Background: an optimization exercise with open tools, aiming at small area. Do not read the settings as production practice. Only simulation tests tie the RTL to the original design; equivalence was not proved. No driver is modelled on the clock port, so clock power and skew are understated where the tree is cut down; a real chip needs a root buffer or a tree. No activity file was given, so power comes from the tool's default toggle rates.

Setup of v2:
Design i2c_control, start of the top module:
module i2c_control(
	Clk,
	Rst_n,
	wrreg_req,
	rdreg_req,
	addr,
	addr_mode,
	wrdata,
	rddata,
	device_id,
	RW_Done,
	ack,
	i2c_sclk,
	i2c_sdat_i,
	i2c_sdat_pull
);
	input Clk;
	input Rst_n;
	input wrreg_req;
	input rdreg_req;
	input [15:0]addr;
	input addr_mode;
	input [7:0]wrdata;
	output reg[7:0]rddata;
	input [7:0]device_id;
	output RW_Done;
	output reg ack;
	output i2c_sclk;
	input i2c_sdat_i;
	output reg i2c_sdat_pull;
	reg [2:0] b;
	reg rd;
	reg [3:0] s;
	reg [1:0] q;
	reg [7:0] sr;
	wire tick, pre, post;
	wire idle = (b[2] && b[1] && !b[0]);
	wire fin = (b[2] && !b[1] && b[0]);
	wire act = (!b[2]) || (!b[1] && !b[0]) || (b[1] && b[0]);
	wire start_ok = idle || (fin && tick);
	wire req = wrreg_req || rdreg_req;
	wire start = start_ok && req;
	wire dslot = s[3];
	wire gap = !s[3] && ((!s[2] && s[1]));
	wire gaph = !s[3] && ((s[1] && !s[0]));
	wire gapl = !s[3] && ((!s[2] && s[1] && s[0]));
	wire s_sta = !s[3] && ((s[2]));
	wire s_sto = !s[3] && ((!s[1] && s[0]));
	wire s_ack = !s[3] && ((!s[1] && !s[0]));
	wire isB0 = (b[2] && !b[1]);
	wire isB4 = (b[2] && b[1]);
	wire has_sta = (!b[2] && b[0] && rd) || (b[2] && !b[1]);
	wire has_sto = (b[2] && b[1]) || (b[0] && !rd);
	wire sel_dev = (b[2]) || (b[0] && rd);
	wire wr_last = (b[0] && !rd);
	wire dev_or1 = (!b[2]);
	wire capture = (b[2] && !b[1] && b[0] && rd);
	wire addr_hi = (!b[2] && !b[1] && !b[0] && !addr_mode) || (b[1] && addr_mode);
	wire addr_lo = (!b[2] && !b[1] && !b[0] && addr_mode) || (b[1] && !addr_mode);
	wire q0 = (!q[1] && !q[0]);
	wire q2 = (q[1] && !q[0]);
	wire q3 = (q[1] && q[0]);
	wire q_odd = (q[0]);
	wire q_hi = (q[1]);
	wire t = tick && !gap;             
	wire slot_end = t && q3;
	wire gap_end = tick && gap && !fin;    
	wire gap1 = gap && post;    
	wire gap2 = gap && pre;            
	assign RW_Done = fin && tick;
	assign i2c_sclk = q_hi || gaph || (isB0 && s_sta);
	i2c_bit_shift i2c_bit_shift(
		.Clk(Clk),
		.ld(start_ok || gap1),
		.tick(tick),
		.pre(pre),
		.post(post)
	);
	always @(posedge Clk or negedge Rst_n)
	if (!Rst_n) begin
		b <= 3'd6;
		s <= 4'd2;
		q <= 2'd0;
	end
	else begin
		if (start_ok)
			b <= req ? 3'd4 : 3'd6;
		else if (gap1)
			case (b)
  ...
For scale: about 160 cells after synthesis, roughly 33 flip-flops, roughly 1600 µm² of cells after synthesis.
export LEC_CHECK = 0
export ABC_AREA = 1
export CAP_MARGIN = 0
export CORE_MARGIN = 2
export CORE_UTILIZATION = 45
export GPL_TIMING_DRIVEN = 0
export SLEW_MARGIN = 0
create_clock -name core_clock -period 10.0 [get_ports {Clk}]
standard.sh (not shown) runs the stock make flow with config.mk's settings and CLKGATE_MAP_FILE= SYNTH_SCRIPT=/design/flow/synth_recipe.tcl, a recipe that flattens the netlist after the stock synthesis.
==> flow/flow/run.sh <==
#!/bin/bash
# Own layout flow: the standard flow (standard.sh), with these changes:
#  - the port buffers are buf_1 cells;
#  - the clock tree is three clkbuf_4 cells driven by the clock port, each
#    driving a third of the registers, grouped by position
#    (flow/manual_cts.tcl, in place of clock_tree_synthesis in the CTS step;
#    the rest of the step, with its legalisation and timing repair, is
#    unchanged);
set -euo pipefail
here=$PWD
rm -rf scripts_local
cp -r "$FLOW_HOME/scripts" scripts_local
cp flow/abc_area.script scripts_local/abc_area.script
sed -i "s|^log_cmd clock_tree_synthesis {\*}\$cts_args|source $here/flow/manual_cts.tcl|" scripts_local/cts.tcl
grep -q "manual_cts.tcl" scripts_local/cts.tcl
export SCRIPTS_DIR=$here/scripts_local
export BUFFER_PORTS_ARGS="-buffer_cell sky130_fd_sc_hd__buf_1"
export MCTS_CELL=sky130_fd_sc_hd__clkbuf_4
export MCTS_GROUPS=3
bash standard.sh ADDER_MAP_FILE= finish > standard_flow.log 2>&1
==> flow/flow/manual_cts.tcl <==
# Clock tree made by hand: the clock port drives MCTS_GROUPS clock buffers
# of cell MCTS_CELL (both set in run.sh), each placed at the centre of a
# group of registers and driving that group. The groups split the
# registers by position (alternately by x and by y), into equal sizes.
set mcts_cell $::env(MCTS_CELL)
set mcts_groups $::env(MCTS_GROUPS)
set block [ord::get_db_block]
set clk_net [$block findNet Clk]
set sinks {}
foreach it [$clk_net getITerms] {
  set bb [[$it getInst] getBBox]
  lappend sinks [list $it [expr {([$bb xMin] + [$bb xMax]) / 2}] [expr {([$bb yMin] + [$bb yMax]) / 2}]]
}
proc mcts_split { sinks n axis } {
  if { $n <= 1 } { return [list $sinks] }
  set idx [expr { $axis == 0 ? 1 : 2 }]
  set sorted [lsort -integer -index $idx $sinks]
  set n1 [expr { $n / 2 }]
  set k [expr { ([llength $sorted] * $n1) / $n }]
  set a [lrange $sorted 0 [expr { $k - 1 }]]
  set b [lrange $sorted $k end]
  return [concat [mcts_split $a $n1 [expr {1 - $axis}]] [mcts_split $b [expr { $n - $n1 }] [expr {1 - $axis}]]]
}
set master [[ord::get_db] findMaster $mcts_cell]
set gi 0
foreach group [mcts_split $sinks $mcts_groups 0] {
  set sx 0; set sy 0
  foreach s $group { set sx [expr { $sx + [lindex $s 1] }]; set sy [expr { $sy + [lindex $s 2] }] }
  set x [expr { $sx / [llength $group] }]
  set y [expr { $sy / [llength $group] }]
  set inst [odb::dbInst_create $block $master "clkbuf_m_$gi"]
  set net [odb::dbNet_create $block "clknet_m_$gi"]
  $net setSigType CLOCK
  foreach s $group { set it [lindex $s 0]; $it disconnect; $it connect $net }
  [$inst findITerm A] connect $clk_net
  [$inst findITerm X] connect $net
  $inst setLocation $x $y
  $inst setPlacementStatus PLACED
  puts "manual CTS: $mcts_cell clkbuf_m_$gi drives [llength $group] registers"
  incr gi
}
Other scripts of this flow, unchanged in this note and not shown: flow/flow/abc_area.script
Relative to v2, the following input files were edited for v9:
diff --git a/flow/flow/manual_cts.tcl b/flow/flow/manual_cts.tcl
--- a/flow/flow/manual_cts.tcl
+++ b/flow/flow/manual_cts.tcl
@@ -1,6 +1,6 @@
-# Clock tree made by hand: the clock port drives MCTS_GROUPS clock buffers
-# of cell MCTS_CELL (both set in run.sh), each placed at the centre of a
-# group of registers and driving that group. The groups split the
-# registers by position (alternately by x and by y), into equal sizes.
+# Clock tree made by hand: the clock port drives $ncts clock buffers
+# ($::env(MCTS_CELL)), each placed at the centre of a group of registers
+# and driving that group. Groups come from splitting the registers by
+# position (k-d split on x, then y).
 set mcts_cell $::env(MCTS_CELL)
 set mcts_groups $::env(MCTS_GROUPS)
[summary]
Comparing v2 against v9, there is no change at all in number of hold violations in the final report.
Taking v2 as the reference, in v9 synthesized area did not really move; cell row count did not really move; final standard cell area without fillers did not really move; routed wire length did not really move.
Cell count after synthesis: v9 vs v2 identical
Diff v9..v2 | setup slack | unchanged
v2 -> v9: flip-flop and latch count delta 0, exact match
As far as accumulated negative setup slack is concerned, v2 and v9 perform about the same.
From v2 to v9, cell area after placement did not move at all.
Inverter count of the layout excluding clock inverters came out exactly the same in v9 and v2.
Edits applied to the flow inputs when going from v9 to v33:
==> flow/flow/run.sh <==
#!/bin/bash
# Own layout flow: the standard flow (standard.sh), with these changes:
#  - the port buffers are buf_1 cells;
#  - the clock tree is two clkbuf_8 cells driven by the clock port, each
#    driving half of the registers (flow/manual_cts.tcl, in place of
#    clock_tree_synthesis in the CTS step; the rest of the step, with its
#    legalisation and timing repair, is unchanged).
# make's output goes to standard_flow.log; ORFS keeps each step's log
# under orfs/logs.
set -euo pipefail
here=$PWD
rm -rf scripts_local
cp -r "$FLOW_HOME/scripts" scripts_local
cp flow/abc_area.script scripts_local/abc_area.script
sed -i "s|^log_cmd clock_tree_synthesis {\*}\$cts_args|source $here/flow/manual_cts.tcl|" scripts_local/cts.tcl
grep -q "manual_cts.tcl" scripts_local/cts.tcl
export SCRIPTS_DIR=$here/scripts_local
export BUFFER_PORTS_ARGS="-buffer_cell sky130_fd_sc_hd__buf_1"
export MCTS_CELL=sky130_fd_sc_hd__clkbuf_8
export MCTS_GROUPS=2
bash standard.sh ADDER_MAP_FILE= finish > standard_flow.log 2>&1
Notes after the runs:
- Portion of total power attributed to combinational logic delta (v33 -> v9): insignificant
- On v33: met3 wirelength from detailed routing is about 12% higher than what v9 gave.
- Fraction of the cycle the final worst path needs essentially unchanged between v33 and v9.
- Switching portion of total power: v33 vs v9 — no meaningful difference
- Number of global-route vias before repair shrinks slightly when moving from v9 to v33.
In every run of this note, the design's own scripts or RTL, not TritonCTS, make the clock network.

========
i2c_control again, from the RTL that the note above started with.
Settings: LEC_CHECK=0, ABC_AREA=1, CAP_MARGIN=0, CORE_MARGIN=2, CORE_UTILIZATION=45, SLEW_MARGIN=0; clock period 10.0 ns.
==> flow/flow/run.sh <==
#!/bin/bash
# Own layout flow: the standard flow (standard.sh), with these changes:
#  - the port buffers are buf_1 cells;
#  - the clock tree is two clkbuf_8 cells driven by the clock port, each
#    driving half of the registers (flow/manual_cts.tcl, in place of
#    clock_tree_synthesis in the CTS step; the rest of the step, with its
#    legalisation and timing repair, is unchanged).
# make's output goes to standard_flow.log; ORFS keeps each step's log
# under orfs/logs.
set -euo pipefail
here=$PWD
rm -rf scripts_local
cp -r "$FLOW_HOME/scripts" scripts_local
cp flow/abc_area.script scripts_local/abc_area.script
sed -i "s|^log_cmd clock_tree_synthesis {\*}\$cts_args|source $here/flow/manual_cts.tcl|" scripts_local/cts.tcl
grep -q "manual_cts.tcl" scripts_local/cts.tcl
export SCRIPTS_DIR=$here/scripts_local
export BUFFER_PORTS_ARGS="-buffer_cell sky130_fd_sc_hd__buf_1"
export MCTS_CELL=sky130_fd_sc_hd__clkbuf_8
export MCTS_GROUPS=2
bash standard.sh ADDER_MAP_FILE= finish > standard_flow.log 2>&1
Other scripts of this flow, unchanged in this note and not shown: flow/flow/abc_area.script, flow/flow/manual_cts.tcl
The starting point finished with timing, DRC and antenna clean.
Change:
CAP_MARGIN = 20   (was 0)
SLEW_MARGIN = 20   (was 0)
- die area is unchanged
- synthesized area does not change
- global-route usage does not change
In every run of this note, the design's own scripts or RTL, not TritonCTS, make the clock network.

-- afterwards: timing with drivers on the ports --
Ports are ideal in the flow. The routed layouts listed here were re-timed in OpenROAD.
Step 1 assumes that a clkbuf_16 drives the clock port and a buf_2 every other input.
Step 2 times the ports against the registers' clock, not the clock port: input delays grow and output delays shrink by t, the midpoint of the rising clock arrivals with the driver on.
Three values: no drivers, after step 1, after step 2; two values: the first two.
run | t, ns | setup WS [ns] | pins driven straight from the clock port
v2 | 0.201 | 6.578 / 6.543 / 6.721 | 3
v9 | 0.201 | 6.578 / 6.543 / 6.721 | 3
v33 | 0.193 | 6.589 / 6.551 / 6.719 | 2
the first run of note 2 | 0.189 | 6.618 / 6.582 / 6.771 | 2
the second run of note 2 | 0.188 | 6.618 / 6.583 / 6.771 | 2
After both steps every run listed still meets setup and hold.
